Context: an optimization exercise on an open-source flow, tuned for small area and a short achievable clock period. The choices shown serve that exercise and are no tape-out recipe.
The clock port is modelled as an ideal driver, which makes a skipped or thinned clock tree look cheaper than it is; a real chip needs a root buffer or a tree.
Power figures rest on the tool's default switching activity, not on a simulated workload.

JK:
==> module xspi_top, before the edit <==
module xspi_top (
    input  wire        clk,
    input  wire        rst_n,
    input  wire        start,
    input  wire [7:0]  command,
    input  wire [47:0] address,
    input  wire [63:0] wr_data,
    output reg  [63:0] rd_data,
    output reg         done,
    output reg         ready,
    output reg         xspi_cs_n,
    output reg  [7:0]  xspi_io
);
    reg  [8:0]  jc;
    reg         is_wr;       
    reg         is_rd;       
    reg         clr_pend;    
    reg  [2:0]  ph;          
    reg  [63:0] mem;         
    wire is_oth = ~is_wr & ~is_rd;
    wire [17:0] st;          
    assign st[0] = ~jc[0] & ~jc[8];
    genvar n;
    generate
        for (n = 1; n <= 8; n = n + 1) begin : g_up
            assign st[n] = jc[n - 1] & ~jc[n];
        end
        for (n = 10; n <= 17; n = n + 1) begin : g_down
            assign st[n] = ~jc[n - 10] & jc[n - 9];
        end
    endgenerate
    assign st[9] = jc[0] & jc[8];
    wire up_1_8  = jc[0] & ~jc[8];   
    wire up_1_7  = jc[0] & ~jc[7];   
    wire st_9_15 = jc[8] & jc[6];    
    wire go = st[0] & start;         
    wire fin = (st[8] & is_oth) | (st[16] & is_wr) | st[17];
    always @(posedge clk or negedge rst_n) begin
        if (!rst_n)
            jc <= 9'd0;
        else if (fin)
            jc <= 9'd0;
        else
            jc <= {jc[7:0], ~jc[8] & (jc[0] | start)};
    end
    always @(posedge clk or negedge rst_n) begin
        if (!rst_n)
            clr_pend <= 1'b1;
        else if (st[8])
            clr_pend <= 1'b0;
    end
    always @(posedge clk) begin
        if (go) begin
            is_wr <= (command == 8'hA5);
            is_rd <= (command == 8'hFF);
        end
    end
    always @(posedge clk or negedge rst_n) begin
        if (!rst_n)
            ph <= 3'd0;
        else if (st[8] & is_wr)
            ph <= 3'd0;
        else
            ph <= ph + 3'd1;
    end
    wire ph0 = (ph == 3'd0);
    wire [23:0] io_sel;
    assign io_sel[0]  = st[1];                      
    assign io_sel[1]  = st[7];                      
    assign io_sel[2]  = st[6];                      
    assign io_sel[3]  = st[5];                      
    assign io_sel[4]  = st[4];                      
    assign io_sel[5]  = st[3];                      
    assign io_sel[6]  = st[2];                      
    assign io_sel[7]  = is_wr & st[15];             
    assign io_sel[8]  = is_wr & st[14];             
    assign io_sel[9]  = is_wr & st[13];             
    assign io_sel[10] = is_wr & st[12];             
    assign io_sel[11] = is_wr & st[11];             
    assign io_sel[12] = is_wr & st[10];             
    assign io_sel[13] = is_wr & st[9];              
    assign io_sel[14] = is_wr & st[8];              
    assign io_sel[15] = is_rd & st[15];             
    assign io_sel[16] = is_rd & st[14];             
    assign io_sel[17] = is_rd & st[13];             
    assign io_sel[18] = is_rd & st[12];             
    assign io_sel[19] = is_rd & st[11];             
    assign io_sel[20] = is_rd & st[10];             
    assign io_sel[21] = is_rd & st[9];              
    assign io_sel[22] = is_rd & st[8] & ~ph0;       
    assign io_sel[23] = is_rd & st[8] & ph0;        
    wire [7:0] io_nx;
    xspi_bytesel io_mux (
        .sel(io_sel),
        .src({mem[63:56], rd_data, wr_data, address, command}),
        .y(io_nx)
    );
    always @(posedge clk) begin
        xspi_io   <= io_nx;
        xspi_cs_n <= ~((up_1_8 & ~(st[8] & is_oth)) | st_9_15
                       | (st[16] & is_rd));
        done      <= fin;
        ready     <= st[16] & is_rd;
    end
    reg mem_wsh;     
    reg rd_ld;       
    always @(posedge clk) begin
        mem_wsh <= is_wr & (st[8] | st_9_15);
        rd_ld   <= (ph == 3'd7)
                 & ((go & (command == 8'hFF)) | (is_rd & up_1_7));
    end
    wire [7:0] mem_in = (mem_wsh ? xspi_io : mem[63:56]) & {8{~clr_pend}};
    always @(posedge clk)
        mem <= {mem[55:0], mem_in};
    always @(posedge clk) begin
        if (clr_pend | rd_ld)
            rd_data <= mem;
    end
endmodule
==> module xspi_bytesel, before the edit <==
module xspi_bytesel (
    input  wire [23:0]  sel,
    input  wire [191:0] src,
    output wire [7:0]   y
);
    genvar b;
    generate
        for (b = 0; b < 8; b = b + 1) begin : g_bit
            wire [23:0] bits;
            genvar k;
            for (k = 0; k < 24; k = k + 1) begin : g_src
                assign bits[k] = sel[k] & src[8 * k + b];
            end
            assign y[b] = |bits;
        end
    endgenerate
endmodule
==> flow/config.mk <==
export PLATFORM = sky130hd
export DESIGN_NAME = xspi_top
export DESIGN_NICKNAME = xspi_top
export VERILOG_FILES = /design/flow/design.v
export SDC_FILE = /design/flow/constraint.sdc
export NUM_CORES = 4
export LEC_CHECK = 0
export ABC_CLOCK_PERIOD_IN_PS = 2100
export CAP_MARGIN = 20
export CORE_MARGIN = 2
export CORE_UTILIZATION = 40
export SLEW_MARGIN = 20
export SYNTH_HIERARCHICAL = 1
export SYNTH_MINIMUM_KEEP_SIZE = 0
==> flow/constraint.sdc <==
create_clock -name core_clock -period 7.0 [get_ports {clk}]
set_input_delay 1.4000 -clock core_clock [delete_from_list [all_inputs] [get_ports {clk}]]
set_output_delay 1.4000 -clock core_clock [all_outputs]
set_load 0.01 [all_outputs]
standard.sh (not shown) runs the stock make flow with config.mk's settings and CLKGATE_MAP_FILE= SYNTH_SCRIPT=/design/flow/synth_recipe.tcl, a recipe that flattens the netlist after the stock synthesis.
==> flow/flow/run.sh <==
#!/bin/bash
# Layout flow: the standard ORFS flow (standard.sh), with these changes.
#  - The port buffers are plain buf_1 cells.
#  - flow/mycts.tcl replaces ORFS's CTS step. The clock port drives one
#    clock inverter, which drives CTS_NBUF clock inverters, each driving one
#    cluster of flip-flops. Then timing repair aims at CTS_MARGIN ns of setup
#    slack, and an area recovery pass gives each cell the smallest size that
#    keeps the worst slack that repair reached.
set -euo pipefail
export BUFFER_PORTS_ARGS="-buffer_cell sky130_fd_sc_hd__buf_1"
RES=$PWD/orfs/results/$FLOW_PLATFORM/xspi_top/base

bash standard.sh "BUFFER_PORTS_ARGS=$BUFFER_PORTS_ARGS" place > flow_1_to_3_place.log 2>&1

PLATFORM_DIR=$FLOW_HOME/platforms/$FLOW_PLATFORM RES=$RES CLK_PORT=clk \
  CTS_ROOT=sky130_fd_sc_hd__clkinv_16 CTS_NBUF=6 CTS_BUFCELL=sky130_fd_sc_hd__clkinv_8 \
  SETUP_SLACK_MARGIN=4.85 AREA_RECOVER=1 AR_MAX_SLEW=0.4 AR_EPS=0.003 \
  openroad -no_init -exit flow/mycts.tcl > flow_4_cts.log 2>&1
cp $RES/4_1_cts.odb $RES/4_cts.odb
touch $RES/4_cts.sdc

bash standard.sh "BUFFER_PORTS_ARGS=$BUFFER_PORTS_ARGS" finish > flow_5_to_6_finish.log 2>&1
Other scripts of this flow, unchanged in this note and not shown: flow/flow/mycts.tcl
Setup changes, JK to MS
--- a/flow/design.v
+++ b/flow/design.v
@@ -15,7 +15,6 @@
     reg         is_wr;       
     reg         is_rd;       
     reg         clr_pend;    
-    reg  [2:0]  ph;          
     reg  [63:0] mem;         
     wire is_oth = ~is_wr & ~is_rd;
     wire [17:0] st;          
@@ -31,9 +30,7 @@
     endgenerate
     assign st[9] = jc[0] & jc[8];
     wire up_1_8  = jc[0] & ~jc[8];   
-    wire up_1_7  = jc[0] & ~jc[7];   
     wire st_9_15 = jc[8] & jc[6];    
-    wire go = st[0] & start;         
     wire fin = (st[8] & is_oth) | (st[16] & is_wr) | st[17];
     always @(posedge clk or negedge rst_n) begin
         if (!rst_n)
@@ -50,21 +47,12 @@
             clr_pend <= 1'b0;
     end
     always @(posedge clk) begin
-        if (go) begin
+        if (st[1]) begin
             is_wr <= (command == 8'hA5);
             is_rd <= (command == 8'hFF);
         end
     end
-    always @(posedge clk or negedge rst_n) begin
-        if (!rst_n)
-            ph <= 3'd0;
-        else if (st[8] & is_wr)
-            ph <= 3'd0;
-        else
-            ph <= ph + 3'd1;
-    end
-    wire ph0 = (ph == 3'd0);
-    wire [23:0] io_sel;
+    wire [15:0] io_sel;
     assign io_sel[0]  = st[1];                      
     assign io_sel[1]  = st[7];                      
     assign io_sel[2]  = st[6];                      
@@ -80,19 +68,11 @@
     assign io_sel[12] = is_wr & st[10];             
     assign io_sel[13] = is_wr & st[9];              
     assign io_sel[14] = is_wr & st[8];              
-    assign io_sel[15] = is_rd & st[15];             
-    assign io_sel[16] = is_rd & st[14];             
-    assign io_sel[17] = is_rd & st[13];             
-    assign io_sel[18] = is_rd & st[12];             
-    assign io_sel[19] = is_rd & st[11];             
-    assign io_sel[20] = is_rd & st[10];             
-    assign io_sel[21] = is_rd & st[9];              
-    assign io_sel[22] = is_rd & st[8] & ~ph0;       
-    assign io_sel[23] = is_rd & st[8] & ph0;        
+    assign io_sel[15] = is_rd & (st[8] | st_9_15);  
     wire [7:0] io_nx;
     xspi_bytesel io_mux (
         .sel(io_sel),
-        .src({mem[63:56], rd_data, wr_data, address, command}),
+        .src({mem[63:56], wr_data, address, command}),
         .y(io_nx)
     );
     always @(posedge clk) begin
@@ -103,31 +83,35 @@
         ready     <= st[16] & is_rd;
     end
     reg mem_wsh;     
+    reg mem_rot;     
     reg rd_ld;       
     always @(posedge clk) begin
         mem_wsh <= is_wr & (st[8] | st_9_15);
-        rd_ld   <= (ph == 3'd7)
-                 & ((go & (command == 8'hFF)) | (is_rd & up_1_7));
+        mem_rot <= is_rd & (st[7] | st[8] | st[9] | st[10] | st[11]
+                            | st[12] | st[13] | st[14]);
+        rd_ld   <= is_rd & st[15];
     end
     wire [7:0] mem_in = (mem_wsh ? xspi_io : mem[63:56]) & {8{~clr_pend}};
-    always @(posedge clk)
-        mem <= {mem[55:0], mem_in};
+    always @(posedge clk) begin
+        if (clr_pend | mem_wsh | mem_rot)
+            mem <= {mem[55:0], mem_in};
+    end
     always @(posedge clk) begin
         if (clr_pend | rd_ld)
             rd_data <= mem;
     end
 endmodule
 module xspi_bytesel (
-    input  wire [23:0]  sel,
-    input  wire [191:0] src,
+    input  wire [15:0]  sel,
+    input  wire [127:0] src,
     output wire [7:0]   y
 );
     genvar b;
     generate
         for (b = 0; b < 8; b = b + 1) begin : g_bit
-            wire [23:0] bits;
+            wire [15:0] bits;
             genvar k;
-            for (k = 0; k < 24; k = k + 1) begin : g_src
+            for (k = 0; k < 16; k = k + 1) begin : g_src
                 assign bits[k] = sel[k] & src[8 * k + b];
             end
             assign y[b] = |bits;
==> comparison <==
- Across both runs, static leakage was lower for MS than for JK.
- Higher arrival time at the worst endpoint was reported by JK, not MS.
- Comparing JK and MS, number of cells in the design after placement is higher on JK.
- Total power after layout grows by more than 10% when moving from JK to MS.
- Of MS and JK, it is MS that has the lower combinational share of power.
No run of this note included a check of the RTL's function; only the layout flow was run. In every run of this note, the design's own scripts or RTL, not TritonCTS, make the clock network.

[what the ideal ports hide]
The flow's constraints put no driver on any port. The routed layouts listed below were extracted and timed again, unchanged, in two steps.
Step 1 assumes that a clkbuf_16 drives the clock port and a buf_2 every other input.
Step 2 adds t to the input delays and takes it off the output delays; t is the mean of the earliest and latest rising clock arrival at the registers after step 1. Input paths then give back, and output paths get back, about the clock's delay inside the block.
Slacks: ideal / step 1 / step 2; pairs: ideal / step 1.
run | shift t [ns] | setup WS [ns] | hold WS [ns] | clock arrival spread, ns
JK | 0.284 | 4.773 / 4.700 / 4.538 | 0.350 / 0.350 / 0.350 | 0.011 / 0.011
MS | 0.282 | 4.829 / 4.754 / 4.642 | 0.442 / 0.442 / 0.442 | 0.017 / 0.017
After both steps setup and hold are still met in every run listed. For JK, which loses most, drivers alone change the setup slack by -0.073 ns; drivers and shift together by -0.235 ns.
